What follows belongs to an exercise in optimizing a design on an open flow for small area; a production flow would make more cautious choices. At most, simulation tests tie the RTL to the original design; equivalence was not proved. No functional check of the RTL was part of runs 4 to 8. Power and IR drop assume default switching activity.

File: flow/flow/run.sh
#!/bin/bash
# Standard ORFS layout with these changes to how it is made:
#  - ABC maps the logic with an area-oriented script (flow/abc_area.script);
#    the registers come from the same Yosys steps as the standard synthesis;
#  - CTS uses small clock buffers in small clusters and inserts no dummy loads;
#  - one tie cell drives all constant outputs (no tie fanout repair);
#  - port buffers start as buf_1 (the resizer may upsize them).
# Each tool's output goes to the logs under orfs/logs; make's own output to
# log_synth.log and log_layout.log here.
set -euo pipefail
here=$PWD
rm -rf "$here/scripts"
cp -r "$FLOW_HOME/scripts" "$here/scripts"
cp "$here/flow/abc_area.script" "$here/scripts/abc_speed.script"
bash standard.sh SCRIPTS_DIR="$here/scripts" synth > "$here/log_synth.log" 2>&1
bash standard.sh SCRIPTS_DIR="$here/scripts" \
  CTS_ARGS="-sink_clustering_enable -repair_clock_nets -sink_clustering_size 12 -sink_clustering_max_diameter 35 -buf_list sky130_fd_sc_hd__clkbuf_4 -dont_use_dummy_load" \
  SKIP_REPAIR_TIE_FANOUT=1 \
  BUFFER_PORTS_ARGS="-buffer_cell sky130_fd_sc_hd__buf_1" \
  finish > "$here/log_layout.log" 2>&1
File: flow/flow/abc_area.script
&get -n
&st
&syn3
&dch -f
&nf -a
&st
&syn3
&dch -f
&nf -a
&put
topo
File: flow/standard.sh
#!/bin/bash
# synth_recipe.tcl (not shown) runs the flow's synth.tcl, then flattens the netlist and writes it again
# the make line also repeats each setting of config.mk as NAME=value (left out here)
make -C /OpenROAD-flow-scripts/flow DESIGN_CONFIG=/design/flow/config.mk WORK_HOME=/design/flow/orfs CLKGATE_MAP_FILE= SYNTH_SCRIPT=/design/flow/synth_recipe.tcl "${@:-finish}"
File: flow/config.mk
export PLATFORM = sky130hd
export DESIGN_NAME = axi2uart_top
export DESIGN_NICKNAME = axi2uart_top
export VERILOG_FILES = /design/flow/design.v
export SDC_FILE = /design/flow/constraint.sdc
export NUM_CORES = 4
export LEC_CHECK = 0
export CAP_MARGIN = 20
export CORE_MARGIN = 2
export CORE_UTILIZATION = 70
export SLEW_MARGIN = 20
File: flow/constraint.sdc
create_clock -name core_clock -period 10.0 [get_ports {clk}]
set_input_delay 2.0000 -clock core_clock [delete_from_list [all_inputs] [get_ports {clk}]]
set_output_delay 2.0000 -clock core_clock [all_outputs]
set_load 0.01 [all_outputs]
File: flow/design.v
`default_nettype none
module axi2uart_top (
   s_axi_arready, s_axi_rdata, s_axi_rresp, s_axi_rvalid,
   s_axi_awready, s_axi_wready, s_axi_bresp, s_axi_bvalid,
   uart_irq, uart_tx,
   clk, rst_n, s_axi_araddr,
   s_axi_arvalid, s_axi_rready, s_axi_awaddr,
   s_axi_awvalid, s_axi_wdata, s_axi_wstrb, s_axi_wvalid,
   s_axi_bready, uart_rx
   );
  input  wire        clk;
  input  wire        rst_n;
  input  wire        uart_rx;
  output wire        uart_tx;
  output wire        uart_irq;
  input  wire [4:0]  s_axi_araddr;
  input  wire        s_axi_arvalid;
  output wire        s_axi_arready;
  output wire [31:0] s_axi_rdata;
  output wire [1:0]  s_axi_rresp;
  output wire        s_axi_rvalid;
  input  wire        s_axi_rready;
  input  wire [4:0]  s_axi_awaddr;
  input  wire        s_axi_awvalid;
  output wire        s_axi_awready;
  input  wire [31:0] s_axi_wdata;
  input  wire [3:0]  s_axi_wstrb;
  input  wire        s_axi_wvalid;
  output wire        s_axi_wready;
  output wire [1:0]  s_axi_bresp;
  output wire        s_axi_bvalid;
  input  wire        s_axi_bready;
  localparam [31:0] DIV_INIT = 32'd434;
  reg init;
  always @(posedge clk, negedge rst_n)
    if (!rst_n) init <= 1'b0;
    else        init <= 1'b1;
  localparam [1:0] WI = 2'd0, WA = 2'd1, WAP = 2'd2, WAD = 2'd3;
  reg  [1:0] wst;
  reg        dlab, stop2, pen, pmode;
  reg        irq_en;
  reg        txrst;        
  reg        avail;        
  reg [31:0] wd_q;         
  reg [31:0] div;          
  wire       wren  = s_axi_awvalid & s_axi_wvalid;
  wire [2:0] waddr = s_axi_awaddr[4:2];
  wire       wack  = (wst != WI);
  wire       widle = (wst == WI) & init;
  wire       tfull;
  always @(posedge clk, negedge rst_n) begin
    if (!rst_n) begin
      wst    <= WI;
      dlab   <= 1'b0;
      stop2  <= 1'b0;
      pen    <= 1'b0;
      pmode  <= 1'b0;
      irq_en <= 1'b1;
      txrst  <= 1'b1;
      avail  <= 1'b1;
    end else begin
      avail <= txrst;
      if (wack) begin
        wst   <= WI;
        txrst <= 1'b0;
      end else if (widle & wren) begin
        case (waddr)
          3'd0: wst <= dlab ? WA : (tfull ? WI : WAP);
          3'd1: begin
            wst <= WA;
            if (!dlab) irq_en <= s_axi_wdata[0];
          end
          3'd2: wst <= dlab ? WAD : WA;
          3'd3: begin
            wst   <= WA;
            dlab  <= s_axi_wdata[7];
            pmode <= s_axi_wdata[4];
            pen   <= s_axi_wdata[3];
            stop2 <= s_axi_wdata[2];
          end
          default: wst <= WA;
        endcase
      end
    end
  end
  always @(posedge clk) begin
    wd_q <= s_axi_wdata;
  end
  always @(posedge clk, negedge rst_n)
    if (!rst_n) div <= DIV_INIT;
    else if (wst == WAD) div <= wd_q;
  assign s_axi_awready = wren & wack;
  assign s_axi_wready  = wren & wack;
  assign s_axi_bvalid  = wren & wack;
  assign s_axi_bresp   = 2'b00;
  reg  [7:0] tmem [0:15];
  reg  [3:0] th, tt;
  reg        tne;
  wire       tpush = (wst == WAP) & ~txrst;
  wire       tpop;
  assign tfull = tne & (th == tt);
  always @(posedge clk)
    if (wst == WAP) tmem[tt] <= wd_q[7:0];
  always @(posedge clk, negedge rst_n) begin
    if (!rst_n) begin
      th  <= 4'd0;
      tt  <= 4'd0;
      tne <= 1'b0;
    end else begin
      if (tpush) tt <= tt + 4'd1;
      if (tpop)  th <= th + 4'd1;
      if (tpush) tne <= 1'b1;
      else if (tpop && (th + 4'd1 == tt)) tne <= 1'b0;
    end
  end
  localparam [2:0] XE = 3'd0, XI = 3'd1, XL = 3'd2, XD = 3'd4, XP = 3'd5, XS = 3'd6;
  reg  [2:0]  xst;
  reg  [31:0] tc;
  reg  [2:0]  tbc;
  reg  [7:0]  td;
  reg         txo;
  reg         pend, pcnt;
  wire        tidle = ~xst[2];
  wire [32:0] tge;
  assign tge[0] = 1'b1;
  genvar gi;
  generate
    for (gi = 0; gi < 32; gi = gi + 1) begin : g_tge
      assign tge[gi+1] = (tc[gi] & ~div[gi]) | ((tc[gi] | ~div[gi]) & tge[gi]);
    end
  endgenerate
  wire        tfire = tge[32];
  wire        tbit  = td[tbc];
  wire [32:0] tcy;
  wire [31:0] tinc;
  assign tcy[0] = 1'b1;
  genvar hi;
  generate
    for (hi = 0; hi < 32; hi = hi + 1) begin : g_tinc
      assign tinc[hi]  = tc[hi] ^ tcy[hi];
      assign tcy[hi+1] = tc[hi] & tcy[hi];
    end
  endgenerate
  reg  [7:0]  tout;
  integer ti;
  always @(*) begin
    tout = 8'd0;
    for (ti = 0; ti < 16; ti = ti + 1)
      tout = tout | ({8{th == ti}} & tmem[ti]);
  end
  assign tpop = (xst == XL);
  always @(posedge clk) begin
    tc   <= (tidle | tfire) ? 32'd0 : tinc;
    if (tidle)
      tbc <= 3'd0;
    else if (tfire & ((xst == XD) | (xst == XS)))
      tbc <= tbc + 3'd1;
    if (xst == XL) td <= tout;
    pend <= (xst == XD) & tfire & tbit;
    pcnt <= tidle ? 1'b0 : (pcnt ^ pend);
  end
  always @(posedge clk, negedge rst_n) begin
    if (!rst_n) begin
      xst <= XE;
      txo <= 1'b1;
    end else begin
      case (xst)
        XE: xst <= XI;
        XI: if (tne) xst <= XL;
        XL: begin
          xst <= XD;
          txo <= 1'b0;
        end
        XD: if (tfire) begin
          txo <= tbit;
          if (tbc == 3'd7) xst <= pen ? XP : XS;
        end
        XP: if (tfire) begin
          txo <= pmode ? pcnt : ~pcnt;
          xst <= XS;
        end
        XS: if (tfire) begin
          txo <= 1'b1;
          if (stop2 ? (tbc[1:0] == 2'd2) : (tbc[1:0] == 2'd1)) xst <= XE;
        end
        default: xst <= XE;
      endcase
    end
  end
  assign uart_tx = txo;
  localparam [2:0] QI = 3'd0, QV = 3'd1, QS = 3'd2, QD = 3'd3, QP = 3'd4, Q1 = 3'd5, Q2 = 3'd6;
  reg  [2:0]  sync;
  reg  [2:0]  qst;
  reg  [31:0] rc;
  reg  [2:0]  rbc;
  reg  [7:0]  rsh;
  wire        rxb   = sync[2];
  wire        ridle = (qst == QI) | (qst == QV);
  wire [32:0] rcy;
  wire [32:0] rc1;
  assign rcy[0] = 1'b1;
  generate
    for (hi = 0; hi < 32; hi = hi + 1) begin : g_rinc
      assign rc1[hi]   = rc[hi] ^ rcy[hi];
      assign rcy[hi+1] = rc[hi] & rcy[hi];
    end
  endgenerate
  assign rc1[32] = rcy[32];
  wire        divz  = (div == 32'd0);
  wire [32:0] rgb = {divz, div};
  wire [33:0] rge;
  assign rge[0] = 1'b1;
  generate
    for (gi = 0; gi < 33; gi = gi + 1) begin : g_rge
      assign rge[gi+1] = (rc1[gi] & ~rgb[gi]) | ((rc1[gi] | ~rgb[gi]) & rge[gi]);
    end
  endgenerate
  wire        rfire = rge[33];
  always @(posedge clk, negedge rst_n)
    if (!rst_n) sync <= 3'b111;
    else        sync <= {sync[1:0], uart_rx};
  always @(posedge clk) begin
    rc <= ridle ? {1'b0, div[31:1]} : (rfire ? 32'd0 : rc1[31:0]);
    if (ridle)
      rbc <= 3'd0;
    else if ((qst == QD) & rfire)
      rbc <= rbc + 3'd1;
    if ((qst == QD) & rfire) rsh <= {rxb, rsh[7:1]};
  end
  always @(posedge clk, negedge rst_n) begin
    if (!rst_n)
      qst <= QI;
    else begin
      case (qst)
        QI, QV: qst <= rxb ? QI : QS;
        QS: if (rfire) qst <= QD;
        QD: if (rfire && rbc == 3'd7) qst <= pen ? QP : Q1;
        QP: if (rfire) qst <= Q1;
        Q1: if (rfire) qst <= stop2 ? Q2 : QV;
        Q2: if (rfire) qst <= QV;
        default: qst <= QI;
      endcase
    end
  end
  reg  [7:0] rmem [0:15];
  reg  [3:0] rh, rt;
  reg        rne;
  wire       rfull = rne & (rh == rt);
  wire       rpush = (qst == QV);
  wire       rpull;
  reg  [7:0] rout;
  integer ri;
  always @(*) begin
    rout = 8'd0;
    for (ri = 0; ri < 16; ri = ri + 1)
      rout = rout | ({8{rne && rh == ri}} & rmem[ri]);
  end
  always @(posedge clk)
    if (rpush & (rpull | ~rfull)) rmem[rt] <= rsh;
  always @(posedge clk, negedge rst_n) begin
    if (!rst_n) begin
      rh  <= 4'd0;
      rt  <= 4'd0;
      rne <= 1'b0;
    end else begin
      if (rpush) rt <= rt + 4'd1;
      if ((rpull & rne) | (rpush & rfull)) rh <= rh + 4'd1;
      if (rpush) rne <= 1'b1;
      else if (rpull & rne & (rh + 4'd1 == rt)) rne <= 1'b0;
    end
  end
  assign uart_irq = rne & irq_en;
  localparam [2:0] R0 = 3'd0, R1 = 3'd1, RI = 3'd2, RAD = 3'd3, RHP = 3'd4, RHN = 3'd5, RAP = 3'd6, RAN = 3'd7;
  reg  [2:0] rdst;
  reg  [7:0] rd;
  wire [2:0] raddr = s_axi_araddr[4:2];
  wire       rhold = rdst[2];
  assign rpull = rdst[2] & ~rdst[0];
  always @(posedge clk, negedge rst_n) begin
    if (!rst_n) begin
      rdst <= R0;
      rd   <= 8'd0;
    end else begin
      case (rdst)
        R0: begin
          rd   <= 8'd0;
          rdst <= R1;
        end
        R1: rdst <= RI;
        RI: begin
          if (s_axi_arvalid) begin
            case (raddr)
              3'd0: begin
                if (!dlab) begin
                  rd   <= rout;
                  rdst <= RHP;
                end else
                  rdst <= RHN;
              end
              3'd5: begin
                rd   <= {1'b0, avail, avail, 4'd0, rne & irq_en};
                rdst <= RHN;
              end
              default: rdst <= RAD;
            endcase
          end else
            rdst <= R0;
        end
        RHP: if (s_axi_rready) rdst <= RAP;
        RHN: if (s_axi_rready) rdst <= RAN;
        default: rdst <= RI;
      endcase
    end
  end
  assign s_axi_rdata   = {24'd0, rd};
  assign s_axi_rresp   = 2'b00;
  assign s_axi_rvalid  = rhold;
  assign s_axi_arready = s_axi_arvalid & rhold;
endmodule
`default_nettype wire
==> results.toml, run 1 <==
[clock_tree]
cts_buffers = 56
cts_setup_buffers = 0
h-tree-depth = 2
clkTransAtPathRegs_ps = 100
numClockSinks = 457
holdBufCountCts = 0
cts_tree = "done"
cts_buffer_depth = 3
clk_latency_ps = 750
cts_resized = 0
root_buffer = "clkbuf_4"

[placed_design]
gp_congestion = 0.904
dpl.hpwl_um = 25400
io_buffer_count = 59

[global_routing]
grt_first_pass_wirelength_um = 59100
met3_usage_pct = 5.25
grt_start_max_net_pins = 75
antenna_found_initial = 2
grt_pass1_vias = 10800
met1_usage_pct = 40.3
grt_use_total_pct = 28.8
grtUsageMet2_pct = 46.0
grt.overflow.total = 0
grt.busiest_layer = "met2"

[synthesis]
synth_commonest_cells = "edfxtp_1 (272), dfxtp_1 (104), nor2_1 (91), ha_1 (81), dfrtp_1 (69)"
synth_area_um2 = 18000
synth_top_area_share_pct = 45.4
async_flop_share_pct = 17.7
ys_warn_count = 1
ys_ff_latch = 457
synth_flop_cell = "edfxtp_1"
synth-edff-count = 272
synthDistinctLibCells = 50
synth_area_leaders = "edfxtp_1 (45%), dfxtp_1 (12%), dfrtp_1 (9.6%)"
yosysSeqAreaShare_pct = 68.3
netlist_instances = 1283
yosysMostFrequentCell = "edfxtp_1"
yosys.area.top_type = "edfxtp_1"
syn_area_per_cell_um2 = 14.0

[min_path]
whs_endpoint = "sync[1]"
hold_depth = 0
min_from = "sync[0]"
hold_path.class = "reg2reg"

[timing]
finalSetupViolCount = 0
tns_ps = 0
timing.fmax_mhz = 132
timing_hold_violations_final = 0
fin_skew_ps = 79.5
finalCriticalPeriod_ps = 7560
final_max_slew_viol_count = 0
rsz0062_at_grt = "false"
slew_headroom_pct = 29.0
tightest_slew_ps = 1060
worst_hold_slack_ps = 339
fin_crit_sh_pct = 75.6

[power_and_ir_drop]
total_power_mw = 4.29
p_leak_nw = 7.20
power_density_nw_per_um2 = 226
worst_ir_drop_vdd_v = 0.000133

[floorplan]
fp.dieArea_um2 = 27000
fp.coreArea_um2 = 25300
die_h_um = 164
rows = 58
boundaryPins = 97
start_util_pct = 71.3
fp.dieW_um = 164

[finish]
fin_nets = 1515
drive_gt1_share_pct = 6.68
seq_area_um2 = 12300
area_delta_synth_final_pct = 5.30
multi_input_area_um2 = 5370
n_fill_cell = 1615

[setup_path]
reg2reg_from = "rc[0]"
cp-end-kind = "flip-flop"
cp.arrival_ps = 8170
critPathMaxStageDelay_ps = 440
r2r_slack_ps = 2440
worstPathRequired_ps = 10600
crit_type = "reg2reg"
cp_slowest_cell = "nor4_1"
r2r-end = "qst[2]"
crit_top_cell = "ha_1"
crit_fanout = 33
reg2regPathDepth = 36
cp-start-kind = "flip-flop"

[outcome]
outcome = "no timing/DRC/antenna violations"

[route]
via_per_inst = 6.61
wl_um = 38200
first_pass_iters = 8
drt.antenna.violating_nets = 0
vias = 11300
drc = 0
drt-initial-drc-count = 1378
wl_per_cell_um = 22.3

[job]
maxCapViolCount = 0
## layout by cell type (no fill, tap or decap), types with 33 or more instances in the layout
cell      netlist  final
clkbuf_4        0     57
nand2_1        67     66
nor2_1         91     88
a22oi_1        46     46
and3_1         42     42
dfxtp_1       104    104
buf_1           0     58
and2_0         33     33
a222oi_1       44     44
edfxtp_1      272    272
dfrtp_1        69     68
a21oi_1        47     47
ha_1           81     81
a22o_1         49     49
clkinv_1       44     44
## report_power, final
| group | internal, mW | switching (mW) |
|---|---|---|
| Clock | 0.256 | 0.537 |
| Sequential | 2.21 | 0.202 |
| Combinational | 0.421 | 0.661 |
| Total | 2.89 | 1.40 |
## stage by stage
step,instances,setup WS (ps),utilization (%),cell area (um2)
after floorplan,1283,2270,-,18000
after global placement,1652,2590,73.4,18500
after detailed placement,1652,2460,73.4,18500
after CTS,1708,2450,75.0,18900
after global routing,1709,2110,75.1,19000
final,1709,2440,75.1,19000
## layout make-up
type / count / share of cell area [%]
Tap cell: 330 / 2.18
Antenna cell: 1 / 0.0132
Clock buffer: 56 / 2.22
Timing Repair Buffer: 69 / 1.58
Multi-Input combinational cell: 752 / 28.3
Sequential cell: 457 / 64.8
Inverter: 44 / 0.871
## per-layer routing
| layer | vias up | share of wire (%) |
|---|---|---|
| li1 | 5155 | - |
| met1 | 5484 | 40 |
| met2 | 568 | 48 |
| met3 | 95 | 8.9 |
| met4 | 0 | 3.1 |
| met5 | - | 0 |
## worst max-delay path: cells and delay by family (launching register included)
family	cells	cell delay [ps]
fa+ha+maj	31	5730
simple gates	2	530
buf+inv	1	370
flops	1	350
compound gates	2	500
## state kept, by name, indices dropped and copies added (netlist names), 2 cells and up
| signal | count |
|---|---|
| rsh | 8 |
| tt | 4 |
| td | 8 |
| tc | 32 |
| wst | 2 |
| tmem | 128 |
| th | 4 |
| rdst | 3 |
| sync | 3 |
| rh | 4 |
| tbc | 3 |
| rbc | 3 |
| qst | 3 |
| wd_q | 32 |
| div | 32 |
| xst | 3 |
| rd | 8 |
| rt | 4 |
| rmem | 128 |
| rc | 32 |
## cells by family after synthesis
| family | synth area share, % |
|---|---|
| compound gates | 12.5 |
| mux | 0.924 |
| flops | 68.3 |
| simple gates | 8.95 |
| buf+inv | 2.17 |
| other cells | 0.0417 |
| xor+xnor | 1.51 |
| fa+ha+maj | 5.63 |
## how the worst max path moves through the flow
stage,start,end,slack [ps],cells past startpoint
after floorplan,rc[0],rbc[1],2270,36
after global placement,rc[0],qst[2],2590,36
after detailed placement,rc[0],qst[2],2460,36
after CTS,rc[0],qst[2],2450,36
after global routing,rc[0],qst[2],2110,37
final,rc[0],qst[2],2440,36
==> run 2: changes to the inputs <==
--- a/flow/flow/run.sh
+++ b/flow/flow/run.sh
@@ -16,3 +16,3 @@
 bash standard.sh SCRIPTS_DIR="$here/scripts" \
-  CTS_ARGS="-sink_clustering_enable -repair_clock_nets -sink_clustering_size 12 -sink_clustering_max_diameter 35 -buf_list sky130_fd_sc_hd__clkbuf_4 -dont_use_dummy_load" \
+  CTS_ARGS="-sink_clustering_enable -repair_clock_nets -sink_clustering_size 11 -sink_clustering_max_diameter 60 -buf_list sky130_fd_sc_hd__clkbuf_4 -dont_use_dummy_load" \
   SKIP_REPAIR_TIE_FANOUT=1 \
==> run 2 against run 1 <==
Net effect: still clean on timing, DRC and antenna; via count down 0.45%; utilization decreased by 0.27 points; combinational power is essentially flat; area after synthesis stayed put; register-to-register slack is essentially flat; setup slack about the same; first-iteration DRC count shrank 14%; maximum frequency about the same; die area stayed put; total power down 0.81%; sequential cell count unchanged; critical endpoint unchanged; largest cell class unchanged.
==> results.toml, run 2 <==
[route]
drt.antenna.violating_nets = 0
vias = 11300
first_pass_iters = 9
wl_um = 38400
via_per_inst = 6.62
drt-initial-drc-count = 1182
drc = 0
wl_per_cell_um = 22.6

[synthesis]
synth_area_um2 = 18000
yosys.area.top_type = "edfxtp_1"
ys_ff_latch = 457
yosysMostFrequentCell = "edfxtp_1"
synthDistinctLibCells = 50
yosysSeqAreaShare_pct = 68.3
synth_flop_cell = "edfxtp_1"
synth_commonest_cells = "edfxtp_1 (272), dfxtp_1 (104), nor2_1 (91), ha_1 (81), dfrtp_1 (69)"
synth_area_leaders = "edfxtp_1 (45%), dfxtp_1 (12%), dfrtp_1 (9.6%)"
syn_area_per_cell_um2 = 14.0
ys_warn_count = 1
async_flop_share_pct = 17.7
netlist_instances = 1283
synth_top_area_share_pct = 45.4
synth-edff-count = 272

[floorplan]
fp.dieArea_um2 = 27000
start_util_pct = 71.3
fp.coreArea_um2 = 25300
fp.dieW_um = 164
die_h_um = 164
boundaryPins = 97
rows = 58

[clock_tree]
clk_latency_ps = 700
cts_buffer_depth = 3
cts_resized = 0
numClockSinks = 457
cts_setup_buffers = 0
clkTransAtPathRegs_ps = 110
cts_buffers = 47
holdBufCountCts = 0
cts_tree = "done"
root_buffer = "clkbuf_4"
h-tree-depth = 2

[global_routing]
grt.overflow.total = 0
grt_pass1_vias = 10800
antenna_found_initial = 2
grt_start_max_net_pins = 75
grt_use_total_pct = 28.9
grt_first_pass_wirelength_um = 59100

[finish]
area_delta_synth_final_pct = 4.93
multi_input_area_um2 = 5370
final_cell_mix = "edfxtp_1 (272), dfxtp_1 (104), nor2_1 (88), ha_1 (81), dfrtp_1 (68)"
n_fill_cell = 1625
seq_area_um2 = 12300
layoutNonFillerInstCount = 1700
top_regs = "rmem (128), tmem (128)"
final_common_cell = "edfxtp_1"
drive_gt1_share_pct = 6.06
fin_nets = 1506

[setup_path]
cp.arrival_ps = 8140
worstPathRequired_ps = 10580
reg2reg_from = "rc[0]"
cp-start-kind = "flip-flop"
crit_top_cell = "ha_1"
crit_type = "reg2reg"
cp-end-kind = "flip-flop"
crit_fanout = 33
cp_slowest_cell = "nor4_1"
r2r-end = "qst[2]"
critPathMaxStageDelay_ps = 440
reg2regPathDepth = 36
r2r_slack_ps = 2440

[power_and_ir_drop]
seqPwrFrac_pct = 56.8
switching_share_pct = 33.0
internal_power_mw = 2.85
worst_ir_drop_vdd_v = 0.000132
p_leak_nw = 7.16
comb_power_share_pct = 25.5
clkPwrFrac_pct = 17.8
p_sw_mw = 1.40
power_density_nw_per_um2 = 225

[timing]
fin_crit_sh_pct = 75.6
rsz0062_at_grt = "false"
finalCriticalPeriod_ps = 7560
finalSetupViolCount = 0
tightest_slew_ps = 1060
timing_hold_violations_final = 0
slew_headroom_pct = 29.1
fin_skew_ps = 36.3
tns_ps = 0
timing.fmax_mhz = 132
final_max_slew_viol_count = 0

[placed_design]
dpl.hpwl_um = 25400
io_buffer_count = 59
gp_congestion = 0.904
placedCellCount = 1652

[job]
maxCapViolCount = 0

[min_path]
hold_depth = 0
hold_path.class = "reg2reg"
whs_endpoint = "sync[2]"
min_from = "sync[1]"

[outcome]
outcome = "no timing/DRC/antenna violations"
run 2: cell counts after synthesis:
No cell type changed its count.
run 2: final cells by class:
| cell class | instances | area share [%] |
|---|---|---|
| flip-flops and latches | 457 | 65.1 |
| multi-input cells | 752 | 28.4 |
| well taps | 330 | 2.19 |
| clock buffers | 47 | 1.87 |
| repair buffers | 69 | 1.59 |
| inverters | 44 | 0.874 |
| diodes | 1 | 0.0132 |
run 2: kinds of logic after synthesis:
logic type	Yosys count	share of synthesized area [%]
AND/OR/NAND/NOR	324	8.95
AO/OA/AOI/OAI	301	12.5
adder cells (fa/ha/maj)	81	5.63
multiplexers	13	0.924
flip-flops	457	68.3
other	2	0.0417
XOR/XNOR	31	1.51
buffers and inverters	74	2.17
run 2: per-stage QoR:
step           cell area [um2]  setup WS, ps  hold slack [ps]  util, %  total power [mW]
2_1_floorplan            18000          2270              345        -              3.13
3_3_place_gp             18500          2590              348     73.4              3.48
3_5_place_dp             18500          2460              348     73.4              3.52
4_1_cts                  18900          2430              369     74.8              4.25
5_1_grt                  18900          2100              373     74.8              4.47
6_report                 18900          2440              370     74.8              4.25
run 2: worst max path at each step:
| stage | from | endpoint | slack (ps) | cells past startpoint |
|---|---|---|---|---|
| final | rc[0] | qst[2] | 2440 | 36 |
| after global routing | rc[0] | qst[2] | 2100 | 37 |
| after CTS | rc[0] | qst[2] | 2430 | 36 |
| after detailed placement | rc[0] | qst[2] | 2460 | 36 |
| after global placement | rc[0] | qst[2] | 2590 | 36 |
| after floorplan | rc[0] | rbc[1] | 2270 | 36 |
run 2: worst max-delay path, delay by kind of cell, from the launching register on:
family	cells	cell delay [ps]
buffers and inverters	1	370
adder cells (fa/ha/maj)	31	5730
flip-flops	1	350
AND/OR/NAND/NOR	2	530
AO/OA/AOI/OAI	2	490
run 2: power groups by stage:
stage	Combinational (mW)	Sequential [mW]	Clock, mW
floorplan	0.744	2.39	0
finish	1.08	2.42	0.755
detailed placement	1.07	2.45	0
CTS	1.07	2.41	0.762
global placement	1.04	2.44	0
global route	1.20	2.44	0.832
run 2: routing by layer:
| metal | up-vias | track usage, % | share of wire (%) |
|---|---|---|---|
| met5 | - | 0 | 0 |
| met4 | 0 | 10.4 | 2.9 |
| met3 | 92 | 4.97 | 8.3 |
| met2 | 559 | 46.3 | 48 |
| met1 | 5461 | 40.5 | 41 |
| li1 | 5139 | - | - |
==> run 3: changes to the inputs <==
--- a/flow/config.mk
+++ b/flow/config.mk
@@ -9,3 +9,3 @@
 export CORE_MARGIN = 2
-export CORE_UTILIZATION = 70
+export CORE_UTILIZATION = 80
 export SLEW_MARGIN = 20
==> run 3 against run 2 <==
Net effect: clock power hardly changed; die area shrank 12%; critical endpoint is now qst[0]; wire length increased by 1.8%; still clean on timing, DRC and antenna; cell area is 0.15% lower.
==> results.toml, run 3 <==
[timing]
finalSetupViolCount = 0
final_max_slew_viol_count = 0
finalCriticalPeriod_ps = 7550
timing.fmax_mhz = 132
fin_crit_sh_pct = 75.5
tightest_slew_ps = 1120
tns_ps = 0
rsz0062_at_grt = "false"
timing_hold_violations_final = 0
worst_hold_slack_ps = 361
fin_skew_ps = 65.4
final.setup.worst_slack_ps = 2450
slew_headroom_pct = 25.5

[power_and_ir_drop]
seqPwrFrac_pct = 56.5
p_sw_mw = 1.43
worst_ir_drop_vdd_v = 0.000176
total_power_mw = 4.28
power_density_nw_per_um2 = 227
comb_power_share_pct = 25.9
clkPwrFrac_pct = 17.7
internal_power_mw = 2.85
switching_share_pct = 33.4
p_leak_nw = 7.18

[finish]
area_delta_synth_final_pct = 4.77
top_regs = "rmem (128), tmem (128)"
fin_nets = 1510
final_common_cell = "edfxtp_1"
final_util_pct = 85.9
drive_gt1_share_pct = 5.97
layoutNonFillerInstCount = 1654
fin_area_um2 = 18900
final_cell_mix = "edfxtp_1 (272), dfxtp_1 (104), nor2_1 (90), ha_1 (81), dfrtp_1 (69)"

[synthesis]
syn_area_per_cell_um2 = 14.0
synthDistinctLibCells = 50
synth-edff-count = 272
synth_flop_cell = "edfxtp_1"
synth_area_um2 = 18000
netlist_instances = 1283
async_flop_share_pct = 17.7
ys_ff_latch = 457
yosysSeqAreaShare_pct = 68.3
yosys.area.top_type = "edfxtp_1"
ys_warn_count = 1
synth_area_leaders = "edfxtp_1 (45%), dfxtp_1 (12%), dfrtp_1 (9.6%)"
yosysMostFrequentCell = "edfxtp_1"
synth_commonest_cells = "edfxtp_1 (272), dfxtp_1 (104), nor2_1 (91), ha_1 (81), dfrtp_1 (69)"
synth_top_area_share_pct = 45.4

[job]
maxCapViolCount = 0

[setup_path]
crit_fanout = 34
crit_top_cell = "ha_1"
cp-end-kind = "flip-flop"
worstPathRequired_ps = 10570
critPathMaxStageDelay_ps = 420
cp_slowest_cell = "nor4_1"
cp.arrival_ps = 8120
crit_type = "reg2reg"
cp-start-kind = "flip-flop"

[clock_tree]
cts_buffers = 47
root_buffer = "clkbuf_4"
cts_setup_buffers = 0
cts_tree = "done"
holdBufCountCts = 0
clk_latency_ps = 730
h-tree-depth = 2
cts_buffer_depth = 3
numClockSinks = 457
cts_resized = 0
clkTransAtPathRegs_ps = 120

[route]
drt-initial-drc-count = 1602
first_pass_iters = 9
vias = 11500
drc = 0
via_per_inst = 6.96
wl_um = 39000
wl_per_cell_um = 23.6
drt.antenna.violating_nets = 0

[global_routing]
grt_start_max_net_pins = 76
antenna_found_initial = 1
grt_use_total_pct = 33.5
grt.overflow.total = 0
grt_first_pass_wirelength_um = 60900
grt_pass1_vias = 11400

[floorplan]
rows = 54
fp.dieArea_um2 = 23700
boundaryPins = 97
start_util_pct = 82.0
fp.coreArea_um2 = 22000
die_h_um = 154
fp.dieW_um = 154

[placed_design]
dpl.hpwl_um = 26400
placed_area_um2 = 18500
gp_congestion = 0.892
io_buffer_count = 59
placedCellCount = 1605
dpl_worst_slack_ps = 2460

[min_path]
hold_path.class = "reg2reg"

[outcome]
outcome = "no timing/DRC/antenna violations"
[run 3: cell counts after synthesis]
Identical to the previous run, type by type.
[run 3: kinds of logic (layout without fill, tap and decap cells)]
group / Yosys count / count (layout) / synth area share [%]
adders and majority gates: 81 / 81 / 5.63
DFF: 457 / 457 / 68.3
muxes: 13 / 13 / 0.924
and+or+nand+nor: 324 / 324 / 8.95
buffers and inverters: 74 / 164 / 2.17
AOI/OAI and AO/OA: 301 / 301 / 12.5
other: 2 / 3 / 0.0417
xor gates and xnor gates: 31 / 31 / 1.51
[run 3: worst max-delay path, delay by kind of cell, from the launching register on]
kind / cells / cell delay (ps)
AO/OA/AOI/OAI: 3 / 530
AND/OR/NAND/NOR: 2 / 510
flip-flops: 1 / 350
adder cells (fa/ha/maj): 31 / 5680
buffers and inverters: 1 / 370
[run 3: power groups by stage]
stage	logic [mW]	clock network (mW)	registers [mW]
finish	1.11	0.756	2.42
global route	1.20	0.820	2.44
CTS	1.08	0.753	2.41
detailed placement	1.08	0	2.45
global placement	1.03	0	2.44
floorplan	0.744	0	2.39
[run 3: final cells by class]
cell class	instances	area, um2
multi-input cells	752	5350
repair buffers	73	350
fillers	1070	3090
well taps	280	350
diodes	1	2.50
inverters	44	165
clock buffers	47	353
flip-flops and latches	457	12300
[run 3: layer usage]
layer	global-route usage, %	vias up	routed length [um]
li1	-	5137	-
met1	45.5	5560	14800
met2	55.7	711	19200
met3	6.09	105	3880
met4	11.3	0	1140
met5	0	-	0
[run 3: path summary, 6_finish.rpt]
kind,start,end,slack (ps),cells after the start
hold reg to reg,sync[1],sync[2],360,0
setup / recovery,rc[0],qst[0],2450,37
min in group asynchronous,rst_n,rd[2],1130,1
setup reg to reg,rc[0],qst[0],2450,37
max in group asynchronous,rst_n,div[5],7950,3
hold / removal,sync[1],sync[2],360,0
==> run 4: changes to the inputs <==
--- a/flow/design.v
+++ b/flow/design.v
@@ -87,6 +87,7 @@
     wd_q <= s_axi_wdata;
-  end
-  always @(posedge clk, negedge rst_n)
-    if (!rst_n) div <= DIV_INIT;
-    else if (wst == WAD) div <= wd_q;
+    if (!init)
+      div <= DIV_INIT;
+    else if (wst == WAD)
+      div <= wd_q;
+  end
   assign s_axi_awready = wren & wack;
@@ -115,3 +116,3 @@
   end
-  localparam [2:0] XE = 3'd0, XI = 3'd1, XL = 3'd2, XD = 3'd4, XP = 3'd5, XS = 3'd6;
+  localparam [2:0] XE = 3'd0, XI = 3'd1, XL = 3'd2, XD = 3'd3, XP = 3'd4, XS = 3'd5;
   reg  [2:0]  xst;
@@ -122,33 +123,8 @@
   reg         pend, pcnt;
-  wire        tidle = ~xst[2];
-  wire [32:0] tge;
-  assign tge[0] = 1'b1;
-  genvar gi;
-  generate
-    for (gi = 0; gi < 32; gi = gi + 1) begin : g_tge
-      assign tge[gi+1] = (tc[gi] & ~div[gi]) | ((tc[gi] | ~div[gi]) & tge[gi]);
-    end
-  endgenerate
-  wire        tfire = tge[32];
+  wire        tidle = (xst == XE) | (xst == XI) | (xst == XL);
+  wire        tfire = (tc >= div);
   wire        tbit  = td[tbc];
-  wire [32:0] tcy;
-  wire [31:0] tinc;
-  assign tcy[0] = 1'b1;
-  genvar hi;
-  generate
-    for (hi = 0; hi < 32; hi = hi + 1) begin : g_tinc
-      assign tinc[hi]  = tc[hi] ^ tcy[hi];
-      assign tcy[hi+1] = tc[hi] & tcy[hi];
-    end
-  endgenerate
-  reg  [7:0]  tout;
-  integer ti;
-  always @(*) begin
-    tout = 8'd0;
-    for (ti = 0; ti < 16; ti = ti + 1)
-      tout = tout | ({8{th == ti}} & tmem[ti]);
-  end
   assign tpop = (xst == XL);
   always @(posedge clk) begin
-    tc   <= (tidle | tfire) ? 32'd0 : tinc;
+    tc   <= (tidle | tfire) ? 32'd0 : tc + 32'd1;
     if (tidle)
@@ -157,3 +133,3 @@
       tbc <= tbc + 3'd1;
-    if (xst == XL) td <= tout;
+    if (xst == XL) td <= tmem[th];
     pend <= (xst == XD) & tfire & tbit;
@@ -198,22 +174,5 @@
   wire        ridle = (qst == QI) | (qst == QV);
-  wire [32:0] rcy;
-  wire [32:0] rc1;
-  assign rcy[0] = 1'b1;
-  generate
-    for (hi = 0; hi < 32; hi = hi + 1) begin : g_rinc
-      assign rc1[hi]   = rc[hi] ^ rcy[hi];
-      assign rcy[hi+1] = rc[hi] & rcy[hi];
-    end
-  endgenerate
-  assign rc1[32] = rcy[32];
+  wire [32:0] rc1   = {1'b0, rc} + 33'd1;
   wire        divz  = (div == 32'd0);
-  wire [32:0] rgb = {divz, div};
-  wire [33:0] rge;
-  assign rge[0] = 1'b1;
-  generate
-    for (gi = 0; gi < 33; gi = gi + 1) begin : g_rge
-      assign rge[gi+1] = (rc1[gi] & ~rgb[gi]) | ((rc1[gi] | ~rgb[gi]) & rge[gi]);
-    end
-  endgenerate
-  wire        rfire = rge[33];
+  wire        rfire = (rc1 >= {divz, div});    
   always @(posedge clk, negedge rst_n)
@@ -250,9 +209,3 @@
   wire       rpull;
-  reg  [7:0] rout;
-  integer ri;
-  always @(*) begin
-    rout = 8'd0;
-    for (ri = 0; ri < 16; ri = ri + 1)
-      rout = rout | ({8{rne && rh == ri}} & rmem[ri]);
-  end
+  wire [7:0] rout  = rne ? rmem[rh] : 8'd0;
   always @(posedge clk)
@@ -272,3 +225,3 @@
   assign uart_irq = rne & irq_en;
-  localparam [2:0] R0 = 3'd0, R1 = 3'd1, RI = 3'd2, RAD = 3'd3, RHP = 3'd4, RHN = 3'd5, RAP = 3'd6, RAN = 3'd7;
+  localparam [2:0] R0 = 3'd0, R1 = 3'd1, RI = 3'd2, RHP = 3'd3, RHN = 3'd4, RAP = 3'd5, RAN = 3'd6, RAD = 3'd7;
   reg  [2:0] rdst;
@@ -276,4 +229,4 @@
   wire [2:0] raddr = s_axi_araddr[4:2];
-  wire       rhold = rdst[2];
-  assign rpull = rdst[2] & ~rdst[0];
+  wire       rhold = (rdst == RHP) | (rdst == RHN) | (rdst == RAP) | (rdst == RAN);
+  assign rpull = (rdst == RHP) | (rdst == RAP);
   always @(posedge clk, negedge rst_n) begin
==> flow/run.sh (new file) <==
#!/bin/bash
# synth_recipe.tcl (not shown) runs the flow's synth.tcl, then flattens the netlist and writes it again
# the make line also repeats each setting of config.mk as NAME=value (left out here)
make -C /OpenROAD-flow-scripts/flow DESIGN_CONFIG=/design/flow/config.mk WORK_HOME=/design/flow/orfs CLKGATE_MAP_FILE= SYNTH_SCRIPT=/design/flow/synth_recipe.tcl finish
--- a/flow/config.mk
+++ b/flow/config.mk
@@ -9,3 +9,3 @@
 export CORE_MARGIN = 2
-export CORE_UTILIZATION = 80
+export CORE_UTILIZATION = 40
 export SLEW_MARGIN = 20
removed: flow/flow/run.sh
removed: flow/flow/abc_area.script
removed: flow/standard.sh
==> run 4 against run 3 <==
Net effect: synthesized cell count rose by 15%; sequential power fell by 13%; sequential share of layout area fell by 12 points; critical path depth is 33 lower; via count rose by 1.6%; largest power group unchanged; highest routed layer unchanged.
==> results.toml, run 4 <==
[synthesis]
netlist_instances = 1479
synth_commonest_cells = "edfxtp_1 (272), nand2_1 (169), dfxtp_1 (136), nor2_1 (102), ha_1 (81)"
yosysMostFrequentCell = "edfxtp_1"
synthDistinctLibCells = 67
async_flop_share_pct = 10.7
ys_warn_count = 1
synth_area_leaders = "edfxtp_1 (41%), dfxtp_1 (14%), mux4_2 (7.0%)"
yosys.area.top_type = "edfxtp_1"
synth_area_um2 = 19900
syn_area_per_cell_um2 = 13.5
synth-edff-count = 272
yosysSeqAreaShare_pct = 60.9
ys_ff_latch = 457
synth_flop_cell = "edfxtp_1"
synth_top_area_share_pct = 41.0

[clock_tree]
numClockSinks = 457
clk_latency_ps = 580
root_buffer = "clkbuf_16"
holdBufCountCts = 0
h-tree-depth = 2
cts_buffer_depth = 3
cts_setup_buffers = 0
cts_resized = 0
cts_buffers = 48
cts_tree = "done"
clkTransAtPathRegs_ps = 60

[floorplan]
start_util_pct = 40.6
fp.coreArea_um2 = 49100
rows = 81
die_h_um = 227
boundaryPins = 97
fp.dieW_um = 227
fp.dieArea_um2 = 51600

[global_routing]
grt.overflow.total = 0
grt_start_max_net_pins = 50
grt_first_pass_wirelength_um = 67400
antenna_found_initial = 1
grt_use_total_pct = 17.2
grt_pass1_vias = 11600

[finish]
drive_gt1_share_pct = 12.0
final_common_cell = "edfxtp_1"
area_delta_synth_final_pct = 14.1
fin_nets = 1676
fin_area_um2 = 22700
final_cell_mix = "edfxtp_1 (272), nand2_1 (169), dfxtp_1 (136), nor2_1 (99), ha_1 (81)"
top_regs = "rmem (128), tmem (128)"

[placed_design]
dpl.hpwl_um = 29200
gp_congestion = 0.824
io_buffer_count = 59
placed_area_um2 = 21000

[route]
vias = 11700
drt.antenna.violating_nets = 0
first_pass_iters = 5
drt-initial-drc-count = 682
drc = 0
wl_um = 43500
via_per_inst = 5.21
wl_per_cell_um = 19.4

[setup_path]
cp-start-kind = "input port"
cp.arrival_ps = 3270
cp-endpoint = "s_axi_bvalid"
reg2regPathDepth = 14
r2r-end = "rsh[6]"
worstPathRequired_ps = 8000
cp-end-kind = "output pin"
r2r_slack_ps = 5380
reg2reg_from = "rc[0]"
critical_path.startpoint = "s_axi_awvalid"
crit_fanout = 3
crit_type = "in2out"

[timing]
tightest_slew_ps = 1070
timing_hold_violations_final = 0
tns_ps = 0
slew_headroom_pct = 28.7
fin_skew_ps = 14.1
final_max_slew_viol_count = 0
rsz0062_at_grt = "false"
fin_crit_sh_pct = 52.7
finalSetupViolCount = 0
finalCriticalPeriod_ps = 5270
timing.fmax_mhz = 190

[power_and_ir_drop]
p_leak_nw = 8.16
worst_ir_drop_vdd_v = 0.000149
power_density_nw_per_um2 = 194

[job]
maxCapViolCount = 0

[min_path]
hold_path.class = "reg2reg"

[outcome]
outcome = "no timing/DRC/antenna violations"
## run 4: cells by family after synthesis
| logic type | count (synthesis) | share of synthesized area (%) |
|---|---|---|
| muxes | 95 | 10.4 |
| AOI/OAI and AO/OA | 166 | 5.63 |
| xor gates and xnor gates | 89 | 3.92 |
| buffers and inverters | 143 | 3.63 |
| DFF | 457 | 60.9 |
| and+or+nand+nor | 446 | 10.4 |
| adders and majority gates | 81 | 5.09 |
| other | 2 | 0.0377 |
## run 4: worst max-delay path, cell delays in order
cell and delay [ps]:
clkdlybuf4s50_1 480, nand2_1 50, nor2_1 160, clkdlybuf4s50_1 570
## run 4: final cells by class
cell class,count,area [um2]
antenna,1,2.50
clock buffer,59,1300
clock inverter,30,359
fill,4346,26300
inverter,59,221
multi-input combinational,906,7200
sequential,457,12100
tap,664,831
timing repair buffer,69,661
## run 4: routing by layer
metal / share of wire, % / track usage [%] / wire length, um
met1: 45 / 23.4 / 19400
met2: 48 / 28.6 / 20900
met3: 5.2 / 3.14 / 2270
met4: 2.0 / 4.62 / 866
met5: 0 / 0 / 0
## run 4: metrics by stage
stage	hold slack [ps]	utilization, %	setup slack (ps)	instances	power (mW)
global route	360	46.3	4670	2244	4.55
global placement	346	42.9	4740	2155	2.57
detailed placement	347	42.9	4720	2155	2.57
finish	353	46.3	4730	2245	4.40
floorplan	345	-	5560	1506	2.44
CTS	355	46.3	4710	2244	4.44
## run 4: power breakdown
group	total, mW	internal [mW]	switching (mW)
combinational	0.428	0.216	0.212
clock	1.87	1.11	0.755
sequential	2.10	2.03	0.0686
## run 4: worst min-delay path by stage
| stage | startpoint | endpoint | slack, ps | cells past startpoint |
|---|---|---|---|---|
| floorplan | sync[0] | sync[1] | 350 | 0 |
| global route | sync[0] | sync[1] | 360 | 0 |
| detailed placement | sync[1] | sync[2] | 350 | 0 |
| finish | sync[0] | sync[1] | 350 | 0 |
| CTS | sync[1] | sync[2] | 350 | 0 |
| global placement | sync[0] | sync[1] | 350 | 0 |
==> run 5: changes to the inputs <==
--- a/flow/config.mk
+++ b/flow/config.mk
@@ -7,2 +7,3 @@
 export LEC_CHECK = 0
+export ABC_AREA = 1
 export CAP_MARGIN = 20
==> run 5 against run 4 <==
Net effect: still clean; register-to-register slack better by 640 ps; combinational power grew to 3.3 times the previous value; via count increased by 23%; clock power down 5%; clock skew about the same; sequential cell count stayed put; global-route usage is 0.64 points higher; critical path depth stayed put; largest cell class unchanged; largest power group unchanged.
==> results.toml, run 5 <==
[outcome]
outcome = "no timing/DRC/antenna violations"

[clock_tree]
cts_tree = "done"
root_buffer = "clkbuf_16"
cts_setup_buffers = 0
cts_buffer_depth = 3
holdBufCountCts = 0
cts_buffers = 48
cts_resized = 0
clk_latency_ps = 580
h-tree-depth = 2
numClockSinks = 457
clkTransAtPathRegs_ps = 60

[floorplan]
boundaryPins = 97
die_h_um = 232
fp.coreArea_um2 = 51300
fp.dieArea_um2 = 53600
rows = 83
start_util_pct = 40.4
fp.dieW_um = 232

[synthesis]
synthAdderAreaFrac_pct = 4.89
syn_area_per_cell_um2 = 10.3
yosysSeqAreaShare_pct = 58.5
ys_warn_count = 1
netlist_instances = 2021
synthDistinctLibCells = 56
synth_flop_cell = "edfxtp_1"
synth_top_family_by_area = "simple AND/OR/NAND/NOR gates"
synth_area_um2 = 20700
synth_commonest_cells = "nand2_1 (329), edfxtp_1 (272), nor2_1 (248), inv_1 (182), dfxtp_1 (136)"
ys_ff_latch = 457
yosys-mux-area-fraction_pct = 1.32
synth-simple-area-share_pct = 15.6
synth-compound-area-share_pct = 10.9
synth_top_area_share_pct = 39.4
synth-edff-count = 272
yosys.area.top_type = "edfxtp_1"
synthXorXnorAreaFrac_pct = 2.83
async_flop_share_pct = 10.7
synth_area_leaders = "edfxtp_1 (39%), dfxtp_1 (13%), nand2_1 (6.0%)"
yosysMostFrequentCell = "nand2_1"

[timing]
timing_hold_violations_final = 0
fin_skew_ps = 13.6
tns_ps = 0
timing.fmax_mhz = 183
finalSetupViolCount = 0
final_max_slew_viol_count = 0
slew_headroom_pct = 34.7
tightest_slew_ps = 979
fin_crit_sh_pct = 54.7
rsz0062_at_grt = "false"
finalCriticalPeriod_ps = 5470

[global_routing]
antenna_found_initial = 0
grt_first_pass_wirelength_um = 75800
grt_use_total_pct = 17.9
grt_start_max_net_pins = 70
grt.overflow.total = 0
grt_pass1_vias = 13800

[route]
wl_per_cell_um = 17.2
drt-initial-drc-count = 1072
vias = 14400
drc = 0
via_per_inst = 5.17
first_pass_iters = 7
drt.antenna.violating_nets = 0
wl_um = 47900

[finish]
drive_gt1_share_pct = 7.82
diodes = 0
fin_nets = 2207
area_delta_synth_final_pct = 13.1
final_common_cell = "nand2_1"
final_cell_mix = "nand2_1 (329), edfxtp_1 (272), nor2_1 (248), inv_1 (182), dfxtp_1 (136)"
top_regs = "rmem (128), tmem (128)"

[setup_path]
crit_type = "in2out"
path_cells = "clkdlybuf4s50_1 -> inv_1 -> nor3_1 -> clkdlybuf4s50_1"
cp-end-kind = "output pin"
critPathMaxStageDelay_ps = 610
cp-start-kind = "input port"
cp.arrival_ps = 3470
cp_slowest_cell = "clkdlybuf4s50_1"
crit_top_cell = "clkdlybuf4s50_1"
worstPathRequired_ps = 8000
crit_fanout = 3

[placed_design]
dpl.hpwl_um = 32100
gp_congestion = 0.872
io_buffer_count = 59

[min_path]
hold_path.class = "reg2reg"

[power_and_ir_drop]
worst_ir_drop_vdd_v = 0.000117
p_leak_nw = 9.09
power_density_nw_per_um2 = 234
total_power_mw = 5.49

[job]
maxCapViolCount = 0
## run 5: cell types whose count changed after synthesis, sizes merged, moves of 53 or more
cell / change
o21ai: +111
a21oi: +55
o221ai: +53
nor2: +163
nand2: +168
inv: +130
mux4: -82
## run 5: per-layer routing
layer	vias to the layer above	global-route usage [%]	part of all wire [%]
li1	7025	-	-
met1	6912	24.8	46
met2	400	29.1	46
met3	90	2.21	5.1
met4	0	5.93	2.7
met5	-	0	0
## run 5: path summary, 6_finish.rpt
| kind | from | to | slack [ps] | cells past startpoint |
|---|---|---|---|---|
| setup / recovery | s_axi_wvalid | s_axi_bvalid | 4530 | 4 |
| hold / removal | sync[0] | sync[1] | 350 | 0 |
| setup reg to reg | rc[0] | rc[15] | 6020 | 17 |
| hold reg to reg | sync[0] | sync[1] | 350 | 0 |
| max in group asynchronous | rst_n | th[0] | 7990 | 2 |
| min in group asynchronous | rst_n | wst[0] | 1530 | 2 |
## run 5: stage by stage
step | hold slack (ps) | setup WS [ps] | util, % | instances | instance area [um2]
after detailed placement | 347 | 4520 | 42.6 | 2702 | 21800
after CTS | 359 | 4520 | 45.7 | 2790 | 23400
after global placement | 346 | 4570 | 42.6 | 2702 | 21800
after floorplan | 345 | 5350 | - | 2048 | 20800
after global routing | 360 | 4450 | 45.7 | 2790 | 23400
final | 354 | 4530 | 45.7 | 2790 | 23400
## run 5: logic make-up after synthesis
group / Yosys count
other: 2
and+or+nand+nor: 744
DFF: 457
buffers and inverters: 286
xor gates and xnor gates: 66
adders and majority gates: 81
muxes: 27
AOI/OAI and AO/OA: 358
## run 5: area by class of cell
class | instances | area, um2
Fill cell | 4781 | 27900
Sequential cell | 457 | 12100
Multi-Input combinational cell | 1305 | 7490
Clock buffer | 68 | 1390
Tap cell | 680 | 851
Inverter | 190 | 713
Timing Repair Buffer | 70 | 668
Clock inverter | 20 | 194
## run 5: where the power goes
part / total (mW) / switching [mW] / internal [mW]
registers: 2.30 / 0.164 / 2.14
logic: 1.41 / 0.939 / 0.474
clock network: 1.78 / 0.731 / 1.05
## run 5: critical path, delay by kind of cell
family	cells	cell delay, ps
buf+inv	3	1130
simple gates	1	330
==> run 6: changes to the inputs <==
--- a/flow/config.mk
+++ b/flow/config.mk
@@ -7,3 +7,2 @@
 export LEC_CHECK = 0
-export ABC_AREA = 1
 export CAP_MARGIN = 20
@@ -11,2 +10,5 @@
 export CORE_UTILIZATION = 40
+export CTS_BUF_LIST = sky130_fd_sc_hd__clkbuf_8
+export CTS_CLUSTER_DIAMETER = 60
+export CTS_CLUSTER_SIZE = 20
 export SLEW_MARGIN = 20
==> run 6 against run 5 <==
Net effect: via count decreased by 20%; total power decreased by 35%; register-to-register slack got worse by 580 ps; cell area decreased by 7.1%; clock-buffer cell count decreased by 31; wire length decreased by 11%; cell count decreased by 21%; area after synthesis decreased by 3.9%; hold slack improved by 13 ps; sequential share of layout area increased by 4.0 points; critical endpoint unchanged.
==> results.toml, run 6 <==
[finish]
top_regs = "rmem (128), tmem (128)"
area_delta_synth_final_pct = 9.34
multi_input_area_um2 = 7200
drive_gt1_share_pct = 10.4
fin_nets = 1662
final_cell_mix = "edfxtp_1 (272), nand2_1 (169), dfxtp_1 (136), nor2_1 (99), ha_1 (81)"
final_util_pct = 44.4
seq_area_um2 = 12100
n_fill_cell = 4450
final_common_cell = "edfxtp_1"

[setup_path]
cp.arrival_ps = 3270
cp-end-kind = "output pin"
worstPathRequired_ps = 8000
cp-start-kind = "input port"
crit_type = "in2out"
crit_fanout = 3

[global_routing]
grt_pass1_vias = 11300
antenna_found_initial = 2
grt_first_pass_wirelength_um = 66100
grt_use_total_pct = 16.9
grt.overflow.total = 0
grt_start_max_net_pins = 50

[synthesis]
synth_area_um2 = 19900
yosysMostFrequentCell = "edfxtp_1"
synth_top_area_share_pct = 41.0
yosysSeqAreaShare_pct = 60.9
synthDistinctLibCells = 67
syn_area_per_cell_um2 = 13.5
yosys.area.top_type = "edfxtp_1"
synth-edff-count = 272
netlist_instances = 1479
async_flop_share_pct = 10.7
synth_commonest_cells = "edfxtp_1 (272), nand2_1 (169), dfxtp_1 (136), nor2_1 (102), ha_1 (81)"
ys_warn_count = 1
ys_ff_latch = 457
synth_flop_cell = "edfxtp_1"
synth_area_leaders = "edfxtp_1 (41%), dfxtp_1 (14%), mux4_2 (7.0%)"

[floorplan]
start_util_pct = 40.6
fp.coreArea_um2 = 49100
rows = 81
fp.dieArea_um2 = 51600
die_h_um = 227
fp.dieW_um = 227
boundaryPins = 97

[clock_tree]
h-tree-depth = 2
cts_setup_buffers = 0
numClockSinks = 457
clkTransAtPathRegs_ps = 120
cts_buffer_depth = 3
cts_buffers = 34
root_buffer = "clkbuf_8"
holdBufCountCts = 0
cts_resized = 0
cts_tree = "done"
clk_latency_ps = 590

[timing]
fin_skew_ps = 23.6
finalSetupViolCount = 0
timing_hold_violations_final = 0
worst_hold_slack_ps = 367
final_max_slew_viol_count = 0
fin_crit_sh_pct = 52.7
timing.fmax_mhz = 190
rsz0062_at_grt = "false"
slew_headroom_pct = 29.2
finalCriticalPeriod_ps = 5270
tns_ps = 0
tightest_slew_ps = 1060

[route]
via_per_inst = 5.19
vias = 11500
drc = 0
first_pass_iters = 5
wl_um = 42600
drt.antenna.violating_nets = 0
wl_per_cell_um = 19.2
drt-initial-drc-count = 743

[outcome]
outcome = "no timing/DRC/antenna violations"

[placed_design]
dpl.hpwl_um = 29200
io_buffer_count = 59
gp_congestion = 0.824

[min_path]
hold_path.class = "reg2reg"

[job]
maxCapViolCount = 0

[power_and_ir_drop]
p_leak_nw = 7.73
worst_ir_drop_vdd_v = 0.000103
power_density_nw_per_um2 = 164
-- run 6: cell types whose count changed after synthesis, sizes merged, moves of 20 or more --
cell    before  now
xnor2       24   45
inv        189   59
and3         0   21
nand3       63   42
o21ai      136   25
nor2       265  102
nand2      337  169
a21boi       1   27
a21oi       90   35
o221ai      53    0
mux4         0   82
mux2i       25    5
-- run 6: cell families (layout without fill, tap and decap cells) --
group	count (synthesis)	count (layout)	synth area share (%)
AO/OA/AOI/OAI	166	166	5.63
AND/OR/NAND/NOR	446	446	10.4
other	2	31	0.0377
multiplexers	95	95	10.4
XOR/XNOR	89	89	3.92
buffers and inverters	143	188	3.63
flip-flops	457	457	60.9
adder cells (fa/ha/maj)	81	81	5.09
-- run 6: area by class of cell --
type / count / area share [%]
flip-flops and latches: 457 / 55.7
inverters: 59 / 1.02
repair buffers: 69 / 3.03
diodes: 2 / 0.0230
multi-input cells: 906 / 33.1
clock buffers: 37 / 2.34
clock inverters: 23 / 0.971
well taps: 664 / 3.82
-- run 6: worst paths after layout --
kind | from | end | slack [ps] | cells past startpoint
worst max-delay path | s_axi_awvalid | s_axi_bvalid | 4730 | 4
worst min-delay path | sync[0] | sync[1] | 370 | 0
worst max register to register | rc[0] | rsh[4] | 5440 | 14
max in group asynchronous | rst_n | rh[1] | 7930 | 2
worst min register to register | sync[0] | sync[1] | 370 | 0
min in group asynchronous | rst_n | pen | 1530 | 2
-- run 6: stage by stage --
step	worst slack (ps)	power, mW	std cells	instance area [um2]
finish	4730	3.57	2217	21800
detailed placement	4720	2.57	2155	21000
global placement	4740	2.57	2155	21000
floorplan	5560	2.44	1506	20000
CTS	4710	3.62	2215	21800
global route	4670	3.72	2216	21800
-- run 6: worst max-delay path, cell delays in order --
cell and delay, ps:
clkdlybuf4s50_1 480, nand2_1 50, nor2_1 160, clkdlybuf4s50_1 570
-- run 6: power by group --
group / internal [mW] / total, mW / switching [mW]
Combinational: 0.216 / 0.428 / 0.212
Sequential: 2.03 / 2.10 / 0.0693
Clock: 0.399 / 1.05 / 0.648
-- run 6: metal layers --
metal | part of all wire, % | GRT usage (%) | wire, um | vias up
met4 | 2.1 | 4.22 | 873 | 0
met3 | 4.3 | 2.41 | 1820 | 49
li1 | - | - | - | 5494
met2 | 48 | 28.0 | 20400 | 235
met1 | 46 | 23.4 | 19500 | 5718
met5 | 0 | 0 | 0 | -
==> run 7: changes to the inputs <==
--- a/flow/config.mk
+++ b/flow/config.mk
@@ -9,3 +9,3 @@
 export CORE_MARGIN = 2
-export CORE_UTILIZATION = 40
+export CORE_UTILIZATION = 60
 export CTS_BUF_LIST = sky130_fd_sc_hd__clkbuf_8
==> run 7 against run 6 <==
Net effect: maximum frequency is 0.28% lower; first-iteration DRC count is 51% higher; sequential power hardly changed; hold slack hardly changed; still clean; wire length is 5.3% lower.
==> results.toml, run 7 <==
[outcome]
outcome = "no timing/DRC/antenna violations"

[timing]
timing.fmax_mhz = 189
finalSetupViolCount = 0
worst_hold_slack_ps = 367
fin_skew_ps = 30.9
final_max_slew_viol_count = 0
tightest_slew_ps = 1090
timing_hold_violations_final = 0
final.setup.worst_slack_ps = 4720
slew_headroom_pct = 27.2
rsz0062_at_grt = "false"
tns_ps = 0
fin_crit_sh_pct = 52.8
finalCriticalPeriod_ps = 5280

[clock_tree]
holdBufCountCts = 0
cts_tree = "done"
clk_latency_ps = 580
cts_buffer_depth = 3
cts_resized = 0
cts_buffers = 35
numClockSinks = 457
root_buffer = "clkbuf_8"
h-tree-depth = 2
clkTransAtPathRegs_ps = 120
cts_setup_buffers = 0

[floorplan]
rows = 66
start_util_pct = 61.0
die_h_um = 186
fp.dieArea_um2 = 34700
boundaryPins = 97
fp.coreArea_um2 = 32600
fp.dieW_um = 186

[finish]
area_delta_synth_final_pct = 7.65
n_fill_cell = 2451
top_regs = "rmem (128), tmem (128)"
final_cell_mix = "edfxtp_1 (272), nand2_1 (169), dfxtp_1 (136), nor2_1 (101), ha_1 (81)"
multi_input_area_um2 = 7190
diodes = 0
fin_nets = 1665
drive_gt1_share_pct = 10.2
seq_area_um2 = 12100
final_common_cell = "edfxtp_1"

[route]
via_per_inst = 5.78
drt.antenna.violating_nets = 0
wl_um = 40300
first_pass_iters = 6
drc = 0
wl_per_cell_um = 20.2
vias = 11500
drt-initial-drc-count = 1120

[setup_path]
reg2reg_from = "rc[0]"
critical_path.startpoint = "s_axi_wvalid"
cp-start-kind = "input port"
crit_fanout = 3
worstPathRequired_ps = 8000
cp-end-kind = "output pin"
cp.arrival_ps = 3280
crit_type = "in2out"

[synthesis]
yosysSeqAreaShare_pct = 60.9
yosysMostFrequentCell = "edfxtp_1"
netlist_instances = 1479
synth_area_leaders = "edfxtp_1 (41%), dfxtp_1 (14%), mux4_2 (7.0%)"
syn_area_per_cell_um2 = 13.5
yosys.area.top_type = "edfxtp_1"
synth_top_area_share_pct = 41.0
synth_flop_cell = "edfxtp_1"
synth_area_um2 = 19900
async_flop_share_pct = 10.7
synth_commonest_cells = "edfxtp_1 (272), nand2_1 (169), dfxtp_1 (136), nor2_1 (102), ha_1 (81)"
synth-edff-count = 272
ys_ff_latch = 457
synthDistinctLibCells = 67
ys_warn_count = 1

[power_and_ir_drop]
comb_power_share_pct = 12.2
power_density_nw_per_um2 = 163
seqPwrFrac_pct = 59.6
worst_ir_drop_vdd_v = 0.000157
p_sw_mw = 0.903
p_leak_nw = 7.68
switching_share_pct = 25.8
clkPwrFrac_pct = 28.1
internal_power_mw = 2.60
total_power_mw = 3.50

[global_routing]
grt_pass1_vias = 11100
grt_first_pass_wirelength_um = 62900
grt_use_total_pct = 24.1
antenna_found_initial = 1
grt.overflow.total = 0
grt_start_max_net_pins = 50

[placed_design]
dpl.hpwl_um = 27400
gp_congestion = 0.841
dpl_worst_slack_ps = 4710
io_buffer_count = 59

[job]
maxCapViolCount = 0

[min_path]
min_from = "sync[0]"
hold_path.class = "reg2reg"
==> run 7: cell count changes in the layout (fill, tap and decap cells not counted), sizes merged <==
cell and delta:
clkinv +2, buf +2, diode -2, inv -4, bufinv -1, clkinvlp +4
clkbuf -2
==> run 7: stage by stage <==
step                      std cells  util [%]  area, um2
final                          1994      65.7      21400
after global routing           1994      65.7      21400
after CTS                      1994      65.7      21400
after detailed placement       1935      63.7      20800
after global placement         1935      63.7      20800
after floorplan                1506         -      20000
==> run 7: worst paths after layout <==
path / endpoint / cells past startpoint / slack, ps
max: s_axi_wready / 4 / 4720
min: sync[1] / 0 / 370
max reg2reg: rbc[1] / 15 / 5570
min reg2reg: sync[1] / 0 / 370
max in group asynchronous: th[0] / 2 / 7880
min in group asynchronous: rdst[1] / 2 / 1560
==> run 7: cell type report <==
type,count,area share (%)
clock inverters,24,0.870
repair buffers,71,3.15
clock buffers,35,2.25
flip-flops and latches,457,56.6
inverters,59,1.03
multi-input cells,906,33.5
well taps,442,2.58
==> run 7: per-layer routing <==
metal	vias to the layer above	share of wire [%]	global-route usage [%]	routed length [um]
met5	-	0.020	0	8
met4	2	1.7	5.07	670
met3	51	5.2	3.19	2080
met2	304	47	38.5	18800
met1	5666	47	35.8	18800
li1	5502	-	-	-
==> run 7: logic make-up after synthesis <==
family	after synthesis	synth area share [%]
flops	457	60.9
simple gates	446	10.4
compound gates	166	5.63
buf+inv	143	3.63
mux	95	10.4
xor+xnor	89	3.92
fa+ha+maj	81	5.09
other cells	2	0.0377
==> run 7: worst max-delay path, cell delays in order <==
cell and delay (ps):
clkdlybuf4s50_1 480, nand2_1 50, nor2_1 160, clkdlybuf4s50_1 590
==> run 7: power by group through the flow <==
stage               Combinational [mW]  Sequential [mW]  Clock [mW]
detailed placement               0.434             2.13           0
global route                     0.473             2.10        1.08
global placement                 0.427             2.13           0
floorplan                        0.340             2.10           0
finish                           0.427             2.09       0.985
CTS                              0.435             2.09        1.01
==> run 8: changes to the inputs <==
--- a/flow/config.mk
+++ b/flow/config.mk
@@ -9,6 +9,6 @@
 export CORE_MARGIN = 2
-export CORE_UTILIZATION = 60
-export CTS_BUF_LIST = sky130_fd_sc_hd__clkbuf_8
+export CORE_UTILIZATION = 40
+export CTS_BUF_LIST = sky130_fd_sc_hd__clkbuf_16
 export CTS_CLUSTER_DIAMETER = 60
-export CTS_CLUSTER_SIZE = 20
+export CTS_CLUSTER_SIZE = 35
 export SLEW_MARGIN = 20
==> run 8 against run 7 <==
Net effect: global-route usage decreased by 7.3 points; non-clock buffer count is 1 lower; synthesized cell count unchanged; combinational power barely moved; wire length is 5.1% higher; cell area rose by 3.6%; register-to-register slack worse by 140 ps; hold slack got worse by 1.3 ps; critical path depth did not move; critical endpoint is now s_axi_bvalid; total power up 12%.
==> results.toml, run 8 <==
[outcome]
outcome = "no timing/DRC/antenna violations"

[finish]
top_regs = "rmem (128), tmem (128)"
final_util_pct = 45.3
area_delta_synth_final_pct = 11.5
n_fill_cell = 4378
fin_nets = 1659
final_cell_mix = "edfxtp_1 (272), nand2_1 (169), dfxtp_1 (136), nor2_1 (99), ha_1 (81)"
layoutNonFillerInstCount = 2213
final_common_cell = "edfxtp_1"
drive_gt1_share_pct = 10.7

[global_routing]
grt.overflow.total = 0
grt_use_total_pct = 16.8
antenna_found_initial = 1
grt_first_pass_wirelength_um = 66200
grt_start_max_net_pins = 50
grt_pass1_vias = 11400

[synthesis]
synth_area_um2 = 19900
synth_top_family_by_area = "simple AND/OR/NAND/NOR gates"
synth-edff-count = 272
netlist_instances = 1479
yosys.area.top_type = "edfxtp_1"
synth_flop_cell = "edfxtp_1"
synth_commonest_cells = "edfxtp_1 (272), nand2_1 (169), dfxtp_1 (136), nor2_1 (102), ha_1 (81)"
yosysMostFrequentCell = "edfxtp_1"
syn_area_per_cell_um2 = 13.5
synthDistinctLibCells = 67
synthAdderAreaFrac_pct = 5.09
synth-simple-area-share_pct = 10.4
yosysSeqAreaShare_pct = 60.9
async_flop_share_pct = 10.7
yosys-mux-area-fraction_pct = 10.4
synth_top_area_share_pct = 41.0
ys_ff_latch = 457
synth_area_leaders = "edfxtp_1 (41%), dfxtp_1 (14%), mux4_2 (7.0%)"
ys_warn_count = 1
synth-compound-area-share_pct = 5.63
synthXorXnorAreaFrac_pct = 3.92

[setup_path]
worstPathRequired_ps = 8000
crit_family = "buffers and inverters"
critPathBufInv = 2
cp-start-kind = "input port"
crit_type = "in2out"
path_cells = "clkdlybuf4s50_1 -> nand2_1 -> nor2_1 -> clkdlybuf4s50_1"
critPathMaxStageDelay_ps = 570
cp_slowest_cell = "clkdlybuf4s50_1"
crit_top_cell = "clkdlybuf4s50_1"
crit_fanout = 3
cp.arrival_ps = 3270
cp-end-kind = "output pin"

[floorplan]
die_h_um = 227
boundaryPins = 97
start_util_pct = 40.6
rows = 81
fp.dieW_um = 227
fp.coreArea_um2 = 49100
fp.dieArea_um2 = 51600

[timing]
slew_headroom_pct = 30.5
finalSetupViolCount = 0
timing_hold_violations_final = 0
final.setup.worst_slack_ps = 4730
fin_crit_sh_pct = 52.7
worst_hold_slack_ps = 366
tightest_slew_ps = 1040
rsz0062_at_grt = "false"
finalCriticalPeriod_ps = 5270
final_max_slew_viol_count = 0
fin_skew_ps = 33.0
timing.fmax_mhz = 190
tns_ps = 0

[route]
vias = 11500
drc = 0
wl_met3_um = 2050
wl_met2_um = 20500
top_layer = "met4"
drt.antenna.violating_nets = 0
wl_per_cell_um = 19.1
drt-initial-drc-count = 649
first_pass_iters = 5
wl_met1_um = 19100
via_per_inst = 5.19
wl_um = 42300

[clock_tree]
cts_buffers = 30
cts_tree = "done"
clk_latency_ps = 610
cts_setup_buffers = 0
clkTransAtPathRegs_ps = 110
root_buffer = "clkbuf_16"
h-tree-depth = 1
numClockSinks = 457
holdBufCountCts = 0
cts_resized = 0
cts_buffer_depth = 3

[power_and_ir_drop]
p_leak_nw = 7.89
worst_ir_drop_vdd_v = 0.000179
power_density_nw_per_um2 = 177

[placed_design]
placedCellCount = 2155
dpl.hpwl_um = 29200
dpl_worst_slack_ps = 4720
io_buffer_count = 59
gp_congestion = 0.824

[job]
maxCapViolCount = 0

[min_path]
hold_path.class = "reg2reg"
==> run 8: worst paths after layout <==
check | to | slack [ps] | start | cells after the start
worst max-delay path | s_axi_bvalid | 4730 | s_axi_awvalid | 4
worst min-delay path | sync[1] | 370 | sync[0] | 0
worst max register to register | rsh[6] | 5430 | rc[0] | 14
worst min register to register | sync[1] | 370 | sync[0] | 0
max in group asynchronous | rh[1] | 7920 | rst_n | 2
min in group asynchronous | pmode | 1540 | rst_n | 2
==> run 8: routing by layer <==
metal	track usage, %	up-vias
met1	23.4	5707
met3	2.05	37
met4	3.52	0
li1	-	5495
met5	0	-
met2	28.2	242
==> run 8: per-stage QoR <==
step / area, um2 / power [mW]
finish: 22200 / 3.93
floorplan: 20000 / 2.44
global placement: 21000 / 2.57
global route: 22200 / 4.08
detailed placement: 21000 / 2.57
CTS: 22200 / 3.98
==> run 8: kinds of logic after synthesis <==
logic type                 after synthesis
AOI/OAI and AO/OA                      166
xor gates and xnor gates                89
adders and majority gates               81
buffers and inverters                  143
DFF                                    457
muxes                                   95
other                                    2
and+or+nand+nor                        446
==> run 8: power breakdown <==
group	internal (mW)	switching [mW]	leakage, nW
Sequential	2.03	0.0689	4.17
Combinational	0.216	0.213	3.17
Clock	0.637	0.765	0.550
==> run 8: final cells by class <==
class	instances	area [um2]	area share (%)
sequential	457	12100	54.6
clock buffer	31	776	3.49
clock inverter	25	369	1.66
tap	664	831	3.74
antenna	1	2.50	0.0113
inverter	59	221	0.997
timing repair buffer	70	676	3.04
multi-input combinational	906	7200	32.4
==> run 8: worst reg2reg max path, cell delays in order (launching register included) <==
cell and delay [ps]:
dfxtp_1 450, ha_1 300, nand3_1 230, nor3_2 440
and3_1 250, and3_1 190, xnor2_1 160, inv_1 70
ha_1 300, nand4_1 160, nor3_1 270, a221o_1 210
nor3_1 70, a31oi_4 520, and3_1 600

Setup slack of run 8, layout unchanged: 4.733 ns with ideal ports, 4.711 ns with driving cells assumed (clock clkbuf_16, inputs buf_2), 4.711 ns with port delays also shifted by the 0.645 ns mid clock arrival.
